Background: an optimization exercise with open tools, aiming at small area. Do not read the settings as production practice.
In this exercise RTL edits were held to simulation tests only and were not proved equivalent to the original.
Power is estimated from default activity; no workload was simulated. The flow treats the clock pin as an ideal source, which a real chip does not have.

Setup of v25:
==> flow/design.v (excerpt) <==
module top(
  input clk,
  input [7:0] sig,
  output signed [7:0] out_1M, out_3M
);
  reg [478:0] x3;   
  reg [545:0] x4;   
  reg [946:0] x5;   
  reg [952:0] x6;   
  reg [958:0] x7;   
  reg [417:0] sl;   
  reg [9:0] cnt;   
  reg [10:0] acc;   
  wire [9:0] wb_i;
  reg [4:0] wb_c;   
  reg [1:0] wb_m3;
  reg [2:0] wb_m4;
  reg [2:0] wb_m5;
  reg [3:0] wb_m6;
  reg [4:0] wb_m7;
  wire [16:0] wb;
  wire [5:0] wl_i;
  reg [3:0] wl_c;   
  reg [1:0] wl_m5;
  reg [2:0] wl_m6;
  reg [3:0] wl_m7;
  wire [8:0] wl;
  reg [10:0] bh;    
  reg [7:0] la, lb, lc;   
  reg [6:0] ws;   
  assign wb_i = cnt < 10'd303 ? cnt : 10'd604 - cnt;
  always @* begin
    case (wb_i)
      0: wb_c = 17;
      1: wb_c = 17;
      2: wb_c = 17;
      3: wb_c = 17;
      4: wb_c = 17;
      16: wb_c = 1;
      17: wb_c = 1;
      18: wb_c = 1;
      19: wb_c = 1;
      20: wb_c = 1;
      21: wb_c = 1;
      22: wb_c = 1;
      32: wb_c = 17;
      33: wb_c = 17;
      34: wb_c = 17;
      35: wb_c = 17;
      36: wb_c = 17;
      37: wb_c = 17;
      38: wb_c = 17;
      39: wb_c = 17;
      48: wb_c = 1;
      49: wb_c = 1;
      50: wb_c = 1;
      51: wb_c = 1;
      52: wb_c = 1;
      53: wb_c = 1;
      54: wb_c = 1;
      55: wb_c = 1;
      56: wb_c = 1;
      65: wb_c = 17;
      66: wb_c = 17;
      67: wb_c = 17;
      68: wb_c = 17;
      69: wb_c = 17;
      70: wb_c = 17;
      71: wb_c = 17;
      72: wb_c = 17;
      73: wb_c = 17;
      82: wb_c = 1;
      83: wb_c = 1;
      84: wb_c = 1;
      85: wb_c = 1;
      86: wb_c = 1;
      87: wb_c = 1;
      88: wb_c = 1;
      148: wb_c = 17;
      149: wb_c = 17;
      150: wb_c = 17;
      151: wb_c = 17;
      152: wb_c = 17;
      153: wb_c = 17;
      154: wb_c = 17;
      155: wb_c = 17;
      156: wb_c = 17;
      157: wb_c = 17;
      163: wb_c = 1;
      164: wb_c = 1;
      165: wb_c = 2;
  ...
Settings: LEC_CHECK=0, ABC_AREA=1, CAP_MARGIN=20, CORE_MARGIN=2, CORE_UTILIZATION=50, GPL_TIMING_DRIVEN=0, PLACE_DENSITY=0.6, SLEW_MARGIN=20, SYNTH_HIERARCHICAL=1, SYNTH_MEMORY_MAX_BITS=65536; clock period 10.0 ns.
standard.sh (not shown) runs the stock make flow with config.mk's settings and CLKGATE_MAP_FILE= SYNTH_SCRIPT=/design/flow/synth_recipe.tcl, a recipe that flattens the netlist after the stock synthesis.
==> flow/flow/run.sh <==
#!/bin/bash
# The standard flow, with a clock tree built without dummy loads and
# the smallest buffer on each port.
bash standard.sh CTS_ARGS="-sink_clustering_enable -repair_clock_nets -sink_clustering_size 36 -sink_clustering_max_diameter 80 -buf_list sky130_fd_sc_hd__clkbuf_16 -dont_use_dummy_load" BUFFER_PORTS_ARGS="-buffer_cell sky130_fd_sc_hd__buf_1" finish > standard.log 2>&1
v25 went all the way through synthesis, placement and routing and the layout is clean on timing, DRC and antenna.
Inputs modified between v25 and v55:
Settings: changing PLACE_DENSITY from 0.6 to 0.7; changing CORE_UTILIZATION from 50 to 60.
==> flow/flow/run.sh <==
#!/bin/bash
# The standard flow, with a clock tree built without dummy loads and
# the smallest buffer on each port.
bash standard.sh CTS_ARGS="-sink_clustering_enable -repair_clock_nets -sink_clustering_size 36 -sink_clustering_max_diameter 70 -buf_list sky130_fd_sc_hd__clkbuf_16 -dont_use_dummy_load" BUFFER_PORTS_ARGS="-buffer_cell sky130_fd_sc_hd__buf_1" finish > standard.log 2>&1
==> run summary <==
Looking at routed wire length across v25 and v55, the one that comes out lower is v55. Overall die area of v55 falls short of that of v25 by more than 10%. Delta (v55 minus v25): number of placed cells counting well taps fell 455; layout overhead on the synthesized area fell 0.41 points; initial standard-cell utilization of the core rose 9.9 points. v55 -> v25: fmax flat. | worst hold slack | v55 vs v25 | ≈ equal |. Across both runs, part of the power in the clock network was higher for v55 than for v25.
diff inputs: v55 => v47
==> flow/flow/run.sh <==
#!/bin/bash
# The standard flow, with a clock tree built without dummy loads and
# the smallest buffer on each port.
bash standard.sh CTS_ARGS="-sink_clustering_enable -repair_clock_nets -sink_clustering_size 32 -sink_clustering_max_diameter 80 -buf_list sky130_fd_sc_hd__clkbuf_16 -dont_use_dummy_load" BUFFER_PORTS_ARGS="-buffer_cell sky130_fd_sc_hd__buf_1" finish > standard.log 2>&1
### Flow results
- Delta (v47 minus v55): area added between synthesis and finish rose 0.17 points; sequential share of layout area held steady.
- There was hardly any difference in number of buffer and inverter instances along the worst setup path between v55 and v47.
- Clock-cell share of area: v47 vs v55 up 0.15 points
- DRC violation total after the first TritonRoute iteration for v47 is lower than for v55.
- There was hardly any difference in final worst-path setup slack between v47 and v55.
- First-pass GRT wire length is lower on v55
For v48, these inputs were changed with respect to v47:
==> flow/flow/run.sh <==
#!/bin/bash
# The standard flow, with a clock tree built without dummy loads and
# the smallest buffer on each port.
bash standard.sh CTS_ARGS="-sink_clustering_enable -repair_clock_nets -sink_clustering_size 35 -sink_clustering_max_diameter 80 -buf_list sky130_fd_sc_hd__clkbuf_16 -dont_use_dummy_load" BUFFER_PORTS_ARGS="-buffer_cell sky130_fd_sc_hd__buf_1" finish > standard.log 2>&1
[summary]
Summary of v48 over v47: final cell count without fillers barely changed, met2 track demand over resource in global routing saw little to no change, clock period minus worst slack decreased 0.036 ns, met1 routed wirelength after detailed routing shows no meaningful change. Between v48 and v47, the difference in met1 capacity usage during global routing is negligible. Between v48 and v47, the final cycle utilization of the critical path is lower for v48. v47 → v48: actual transition at the worst max-transition pin shows an increase of 0.035 ns; internal portion of total power went down 0.78%. The met3 global-route usage on v48 is in line with that on v47.

## re-timing with driven ports
In the flow no input, the clock included, has a driving cell. The finished layouts below were timed again as built, in two steps.
Step 1 assumes that a clkbuf_16 drives the clock port and a buf_2 every other input.
Step 2 moves the port delays by t, midway between the first and last clock arrival at a register: inputs arrive t later, outputs are due t later. That takes back most of the time a late clock gives input paths.
a / b / c = no drivers / after step 1 / after step 2; a / b = the first two.
run	t, ns	setup slack, ns	worst setup path at the end	pins driven straight from the clock port
v25	0.848	0.494 / 0.494 / 0.494	register to register	1
v55	0.830	0.513 / 0.513 / 0.513	register to register	1
v47	0.846	0.513 / 0.513 / 0.513	register to register	1
v48	0.855	0.548 / 0.548 / 0.548	register to register	1
After both steps setup and hold are still met in every run listed.
